From an optimization exercise on the open Yosys and OpenROAD flow, aimed at small area; shortcuts taken in it are not production practice. In this exercise RTL edits were held to simulation tests only and were not proved equivalent to the original. No activity file was given, so power comes from the tool's default toggle rates.

File: flow/design.v
`timescale 1ns / 1ps
module Wlaz_kot(
input iCLK,
input iRST,
 output oSOUND
 );
 wire [30:0] mTIME [74:0];
 assign mTIME[0] = 6;
 assign mTIME[1] = 2;
 assign mTIME[2] = 6;
 assign mTIME[3] = 2;
 assign mTIME[4] = 6;
 assign mTIME[5] = 2;
 assign mTIME[6] = 6;
 assign mTIME[7] = 2;
 assign mTIME[8] = 6;
 assign mTIME[9] = 2;
 assign mTIME[10] = 6;
 assign mTIME[11] = 2;
 assign mTIME[12] = 6;
 assign mTIME[13] = 6;
 assign mTIME[14] = 2;
 assign mTIME[15] = 6;
 assign mTIME[16] = 2;
 assign mTIME[17] = 2;
 assign mTIME[18] = 6;
 assign mTIME[19] = 2;
 assign mTIME[20] = 6;
 assign mTIME[21] = 2;
 assign mTIME[22] = 6;
 assign mTIME[23] = 2;
 assign mTIME[24] = 6;
 assign mTIME[25] = 2;
 assign mTIME[26] = 6;
 assign mTIME[27] = 2;
 assign mTIME[28] = 6;
 assign mTIME[29] = 2;
 assign mTIME[30] = 6;
 assign mTIME[31] = 6;
 assign mTIME[32] = 2;
 assign mTIME[33] = 6;
 assign mTIME[34] = 2;
 assign mTIME[35] = 2;
 assign mTIME[36] = 2;
 assign mTIME[37] = 2;
 assign mTIME[38] = 2;
 assign mTIME[39] = 6;
 assign mTIME[40] = 2;
 assign mTIME[41] = 6;
 assign mTIME[42] = 2;
 assign mTIME[43] = 6;
 assign mTIME[44] = 2;
 assign mTIME[45] = 6;
 assign mTIME[46] = 2;
 assign mTIME[47] = 6;
 assign mTIME[48] = 2;
 assign mTIME[49] = 6;
 assign mTIME[50] = 2;
 assign mTIME[51] = 6;
 assign mTIME[52] = 6;
 assign mTIME[53] = 2;
 assign mTIME[54] = 6;
 assign mTIME[55] = 2;
 assign mTIME[56] = 2;
 assign mTIME[57] = 6;
 assign mTIME[58] = 2;
 assign mTIME[59] = 6;
 assign mTIME[60] = 2;
 assign mTIME[61] = 6;
 assign mTIME[62] = 2;
 assign mTIME[63] = 6;
 assign mTIME[64] = 2;
 assign mTIME[65] = 6;
 assign mTIME[66] = 2;
 assign mTIME[67] = 6;
 assign mTIME[68] = 2;
 assign mTIME[69] = 6;
 assign mTIME[70] = 6;
 assign mTIME[71] = 2;
 assign mTIME[72] = 6;
 assign mTIME[73] = 2;
 assign mTIME[74] = 2;
 wire [120:0] mFREQUENCY [74:0];
 assign mFREQUENCY[0] = 249;  
 assign mFREQUENCY[1] = 0;
 assign mFREQUENCY[2] = 296;  
 assign mFREQUENCY[3] = 0;
 assign mFREQUENCY[4] = 296;  
 assign mFREQUENCY[5] = 0;
 assign mFREQUENCY[6] = 280;  
 assign mFREQUENCY[7] = 0;
 assign mFREQUENCY[8] = 333;  
 assign mFREQUENCY[9] = 0;
 assign mFREQUENCY[10] = 333;  
 assign mFREQUENCY[11] = 0;
 assign mFREQUENCY[12] = 373;  
 assign mFREQUENCY[13] = 296;  
 assign mFREQUENCY[14] = 0;
 assign mFREQUENCY[15] = 249;  
 assign mFREQUENCY[16] = 0;
 assign mFREQUENCY[17] = 0;
 assign mFREQUENCY[18] = 249;  
 assign mFREQUENCY[19] = 0;
 assign mFREQUENCY[20] = 296;  
 assign mFREQUENCY[21] = 0;
 assign mFREQUENCY[22] = 296;  
 assign mFREQUENCY[23] = 0;
 assign mFREQUENCY[24] = 280;  
 assign mFREQUENCY[25] = 0;
 assign mFREQUENCY[26] = 333;  
 assign mFREQUENCY[27] = 0;
 assign mFREQUENCY[28] = 333;  
 assign mFREQUENCY[29] = 0;
 assign mFREQUENCY[30] = 373;  
 assign mFREQUENCY[31] = 296;  
 assign mFREQUENCY[32] = 0;
 assign mFREQUENCY[33] = 373;  
 assign mFREQUENCY[34] = 0;
 assign mFREQUENCY[35] = 0;
 assign mFREQUENCY[36] = 0;
 assign mFREQUENCY[37] = 0;
 assign mFREQUENCY[38] = 0;
 assign mFREQUENCY[39] = 373;  
 assign mFREQUENCY[40] = 0;
 assign mFREQUENCY[41] = 296;  
 assign mFREQUENCY[42] = 0;
 assign mFREQUENCY[43] = 296;  
 assign mFREQUENCY[44] = 0;
 assign mFREQUENCY[45] = 280;  
 assign mFREQUENCY[46] = 0;
 assign mFREQUENCY[47] = 333;  
 assign mFREQUENCY[48] = 0;
 assign mFREQUENCY[49] = 333;  
 assign mFREQUENCY[50] = 0;
 assign mFREQUENCY[51] = 373;  
 assign mFREQUENCY[52] = 296;  
 assign mFREQUENCY[53] = 0;
 assign mFREQUENCY[54] = 249;  
 assign mFREQUENCY[55] = 0;
 assign mFREQUENCY[56] = 0;
 assign mFREQUENCY[57] = 249;  
 assign mFREQUENCY[58] = 0;
 assign mFREQUENCY[59] = 296;  
 assign mFREQUENCY[60] = 0;
 assign mFREQUENCY[61] = 296;  
 assign mFREQUENCY[62] = 0;
 assign mFREQUENCY[63] = 280;  
 assign mFREQUENCY[64] = 0;
 assign mFREQUENCY[65] = 333;  
 assign mFREQUENCY[66] = 0;
 assign mFREQUENCY[67] = 333;  
 assign mFREQUENCY[68] = 0;
 assign mFREQUENCY[69] = 373;  
 assign mFREQUENCY[70] = 296;  
 assign mFREQUENCY[71] = 0;
 assign mFREQUENCY[72] = 373;  
 assign mFREQUENCY[73] = 0;
 assign mFREQUENCY[74] = 0;
reg rTYM;
reg [12:0] rCNT;
reg wTICK;
reg [12:0] wCNT;
always @(*) begin
wCNT = rCNT + 1;
wTICK = (wCNT == 6_250) && rTYM;
end
always @( posedge iCLK ) begin
if (iRST) begin
rCNT <= 0;
rTYM <= 0;
end else if (wCNT == 6_250) begin
rCNT <= 0;
rTYM <= !rTYM;
end else begin
rCNT <= wCNT;
end
end
reg [100:0] rNUMSTAN;
reg [100:0] rUCNT;
reg rSIG;
reg [100:0] vNUMSTAN;
reg [100:0] vUCNT;
reg vSIG;
always @(*) begin
vNUMSTAN = rNUMSTAN;
vUCNT = rUCNT;
vSIG = rSIG;
vUCNT = vUCNT + 1;
if (vUCNT >= mTIME[vNUMSTAN]) begin
vNUMSTAN=vNUMSTAN+1;
vUCNT=0;
vSIG=!vSIG;
if (vNUMSTAN>=74) vNUMSTAN=0;
end
end
always @( posedge iCLK ) begin
if (iRST) begin
rNUMSTAN <= 0;
rUCNT <= 2'b11;
rSIG <= 1;
end else if (wTICK) begin
rNUMSTAN <= vNUMSTAN;
rUCNT <= vUCNT;
rSIG <= vSIG;
end
end
reg [13:0] rCNT_S;
reg rSOUND;
reg [13:0] vCNT_S;
reg vSOUND;
always @(*) begin
vCNT_S = rCNT_S;
vSOUND = rSOUND;
if (rSIG==1) begin
vCNT_S=vCNT_S+1;
if (vCNT_S==mFREQUENCY[rNUMSTAN]) begin
vCNT_S=0;
vSOUND=!vSOUND;
end
end
if(rSIG == 0) begin
vSOUND = 0;
end
end
always @( posedge iCLK ) begin
if (iRST) begin
rCNT_S <= 0;
rSOUND <= 0;
end else begin
rCNT_S <= vCNT_S;
rSOUND <= vSOUND;
end
end
assign oSOUND=rSOUND;
endmodule
File: flow/run.sh
#!/bin/bash
# synth_recipe.tcl (not shown) runs the flow's synth.tcl, then flattens the netlist and writes it again
# the make line also repeats each setting of config.mk as NAME=value (left out here)
make -C /OpenROAD-flow-scripts/flow DESIGN_CONFIG=/design/flow/config.mk WORK_HOME=/design/flow/orfs CLKGATE_MAP_FILE= SYNTH_SCRIPT=/design/flow/synth_recipe.tcl finish
File: flow/config.mk
export PLATFORM = sky130hd
export DESIGN_NAME = Wlaz_kot
export DESIGN_NICKNAME = Wlaz_kot
export VERILOG_FILES = /design/flow/design.v
export SDC_FILE = /design/flow/constraint.sdc
export NUM_CORES = 4
export LEC_CHECK = 0
export CAP_MARGIN = 20
export CORE_MARGIN = 2
export CORE_UTILIZATION = 40
export PLACE_DENSITY = 0.6
export SLEW_MARGIN = 20
File: flow/constraint.sdc
create_clock -name core_clock -period 10.0 [get_ports {iCLK}]
set_input_delay 2.0000 -clock core_clock [delete_from_list [all_inputs] [get_ports {iCLK}]]
set_output_delay 2.0000 -clock core_clock [all_outputs]
set_load 0.01 [all_outputs]
==> notes.md <==
==> worst max path at each step <==
| stage | to | slack, ns | cells past startpoint |
|---|---|---|---|
| finish | rNUMSTAN[0] | 4.87 | 11 |
| global placement | rNUMSTAN[16] | 4.90 | 17 |
| detailed placement | rNUMSTAN[0] | 4.93 | 11 |
| global route | rNUMSTAN[0] | 4.32 | 11 |
| CTS | rNUMSTAN[10] | 4.88 | 18 |
| floorplan | rNUMSTAN[1] | 6.20 | 14 |
==> through the flow <==
| stage | power, mW | hold slack, ns | instance area [µm²] | utilization |
|---|---|---|---|---|
| after detailed placement | 0.9722 | 0.4704 | 13400 | 0.4150 |
| after global placement | 0.9716 | 0.4405 | 13400 | 0.4150 |
| final | 1.995 | 0.4828 | 14350 | 0.4443 |
| after CTS | 2.025 | 0.4840 | 14350 | 0.4443 |
| after floorplan | 0.9661 | 0.4292 | 13050 | - |
| after global routing | 2.067 | 0.5032 | 14350 | 0.4443 |
==> routing by layer <==
layer  wire length [µm]  part of all wire  vias up  GRT usage
met2              14020              0.44      246     0.2946
met3               1549             0.048       42    0.02806
met4                497             0.015        0    0.04480
met1              16000              0.50     5326     0.2734
met5                  0                 0        -          0
li1                   -                 -     5768          -
==> placed cells by master (no fill, tap or decap), types with 9 or more instances in the layout <==
cell	instances
dfxtp_1	232
and2_1	210
nand2_1	119
nand3_1	108
nor2_1	96
nand4_1	80
xnor2_1	80
nor3_1	74
nor4_1	59
xor2_1	55
and3_1	49
a21oi_1	38
o21ai_0	38
inv_1	27
clkbuf_16	27
a31oi_1	24
nand2b_1	21
or3_1	20
and4_1	17
o31ai_1	15
or2_2	11
a211oi_1	11
ha_1	11
o211ai_1	9
==> Yosys cell counts, types with 21 or more instances <==
master,n,area [µm²]
nor3_1,74,370.4
inv_1,27,101.4
xor2_1,55,481.7
a21oi_1,39,195.2
xnor2_1,80,700.7
nor4_1,59,369.1
o21ai_0,38,190.2
a31oi_1,24,150.1
nor2_1,96,360.4
clkbuf_1,59,221.5
nand2_1,119,446.7
nand4_1,80,500.5
and3_1,49,306.5
and2_1,210,1314
nand2b_1,21,131.4
dfxtp_1,232,4644
nand3_1,108,540.5
==> registers in the layout (all words and copies together) (netlist names) <==
signal	count
rCNT	13
rTYM	1
rCNT_S	14
rSOUND	1
rSIG	1
rNUMSTAN	101
rUCNT	101
==> layout make-up <==
cell class                      instances  area share
Sequential cell                       232      0.3238
Tap cell                              442     0.03855
Multi-Input combinational cell       1279      0.5596
Inverter                               29    0.007588
Timing Repair Buffer                    8    0.004536
Clock inverter                         14     0.01448
Clock buffer                           33     0.05146
==> power breakdown <==
part | internal, mW | total [mW] | switching (mW)
Combinational | 0.00607 | 0.0224 | 0.0164
Sequential | 0.926 | 0.929 | 0.00245
Clock | 0.651 | 1.04 | 0.393
Total | 1.58 | 2.00 | 0.412
==> logic make-up after synthesis <==
kind of cell / Yosys count / share of synthesized area
AO/OA/AOI/OAI: 208 / 0.1092
flip-flops: 232 / 0.3560
AND/OR/NAND/NOR: 914 / 0.3947
multiplexers: 11 / 0.008727
buffers and inverters: 100 / 0.03011
adder cells (fa/ha/maj): 11 / 0.01055
XOR/XNOR: 135 / 0.09063
==> flow_summary_export.csv <==
group,metric,value,unit
status,run_status,"complete, no violations",
logic_synthesis,yosysWarningCount,1,
route,drt_first_iter_violations,877,
clocking,postCtsSetupRepairBufs,0,
critical_path,crit_path_start,"rNUMSTAN[2]",
pwr,static-leakage-power,4.867,nW
critical_path,ff2ff_setup_slack,4.87,ns
floorplanning,initial_core_utilization,0.4041,
placed_design,pre_cts_slack,4.926,ns
logic_synthesis,yosys_most_used_dff,"dfxtp_1",
layout,post_layout_nonfiller_instances,2037,
hold_path,min_delay_worst_endpoint,"rCNT[0]",
critical_path,sequence_of_cells_on_the_critical_path,"nand3_1, nor4_4, nand4_1, nor4_1, xnor2_1, a2111o_1, nor4_1, nand3_1, nor4_4, nand2b_1, o31ai_1",
critical_path,worst_path_largest_cell_delay,0.85,ns
hold_path,whs_path_depth,1,
pwr,irDropWorstVdd,152.8,µV
critical_path,crit_type,"flop to flop",
placed_design,io_buffer_count,2,
sta,final.period_utilization,0.5127,
route,drt.antenna.violating_nets,0,
route,post_drt_via_cell_ratio,5.588,
placed_design,post-dp-hpwl,22.41,mm
critical_path,critical_path_peak_fanout,25,
logic_synthesis,yosys_register_bits,232,
placed_design,routabilityCongestion,0.8854,
critical_path,worst_setup_path_start_kind,"flop",
critical_path,r2r-end,"rNUMSTAN[0]",
sta,final_count_of_hold_timing_violations,0,
pwr,power-per-cell-area,139.1,nW/µm²
logic_synthesis,number_of_enable_flip_flop_cells_after_synthesis,0,
clocking,h_tree_depth,1,
global_route,grtUsageTotal,0.1890,
sta,maxClockFrequency,195.0,MHz
critical_path,critPathCaptureType,"flop",
logic_synthesis,synthesis.area_per_instance,8.098,µm²
sta,final_ws_setup,4.873,ns
clocking,clock_insertion_delay_worst_skew,0.54,ns
route,drt_wl_total,32.07,mm
global_route,first_pass_grt_wire_length,54.03,mm
clocking,clockRootBuffer,"clkbuf_16",
sta,grt_setup_unrepaired,"false",
critical_path,worst_path_dominant_cell_family,"simple AND/OR/NAND/NOR gates",
route,residual_drc_count,0,
sta,number_of_max_slew_violations_in_the_final_report,0,
layout,layout-drive-gt1-share,0.05204,
critical_path,r2r_start,"rNUMSTAN[2]",
critical_path,worst_ep_arrival_time,5.56,ns
sta,report.final.setup_viol,0,
floorplanning,num_io_pins,3,
route,firstDrtPassIters,5,
floorplanning,die_height,184.6,µm
layout,multi_input_comb_area,8028,µm²
sta,final_period_minus_worst_setup_slack,5.127,ns
floorplanning,floorplan.rows,66,
global_route,grt_remaining_overflow,0,
clocking,cts.path.max_buffers,3,
sta,worst_pin_slew,1.048,ns
critical_path,slowest_cell_on_crit_path,"dfxtp_1",
global_route,grt_antenna_before_repair,0,
critical_path,path_buf_inv,0,
floorplanning,die_w,184.6,µm
layout,area_delta_synth_final,9.955,%
route,wl_per_cell,15.74,µm
logic_synthesis,synthDistinctLibCells,73,
clocking,clkSlewWorstSetupHoldPaths,0.06,ns
clocking,post_cts_resized,0,
sta,max_slew_margin,0.2927,
logic_synthesis,seq_area_frac_synth,0.3560,
layout,final_nets,1590,
clocking,cts_buffers,27,
logic_synthesis,syn-num-nets,1624,
global_route,number_of_global_route_vias_before_repair,10580,
clocking,ctsHoldBuffers,0,
logic_synthesis,syn_area,13050,µm²
hold_path,timing.hold.worst.class,"flop to flop",
layout,num_antenna_cells,0,
clocking,sink_count_of_the_clock_tree,232,
sta,finalClockSkew,0.01721,ns
floorplanning,core_area,32290,µm²
global_route,grt_max_degree,99,
layout,seqCellArea,4644,µm²
critical_path,critPathRequiredTime,10.43,ns
route,route.vias.total,11382,
logic_synthesis,postSynthCellCount,1611,
hold_path,min_from,"rCNT[0]",
layout,nFillCells,3230,
logic_synthesis,postSynth.asyncResetShare,0,
job,max_cap_violations,0,
floorplanning,die-area,34080,µm²
critical_path,reg2reg_depth,11,
sta,tns,0,ns
placed_design,dp_cells,1990,
clocking,tritoncts,"built",

afterwards: timing with drivers on the ports:
Ports are ideal in the flow. The routed layout listed here was re-timed in OpenROAD. Step 1, drivers: a clkbuf_16 drives iCLK and a buf_2 each remaining input, both assumed. Step 2 also shifts input and output timing later by t, the mid clock arrival at the registers, as if the neighbouring blocks saw the same clock. Slacks: ideal / step 1 / step 2; pairs: ideal / step 1.
t, ns: 0.579
setup slack, ns: 4.873 / 4.873 / 4.873
worst setup path at the end: register to register
After both steps this run still meets setup and hold. The setup slack of this run moves by 0.000 ns with the drivers and by 0.000 ns with both steps.
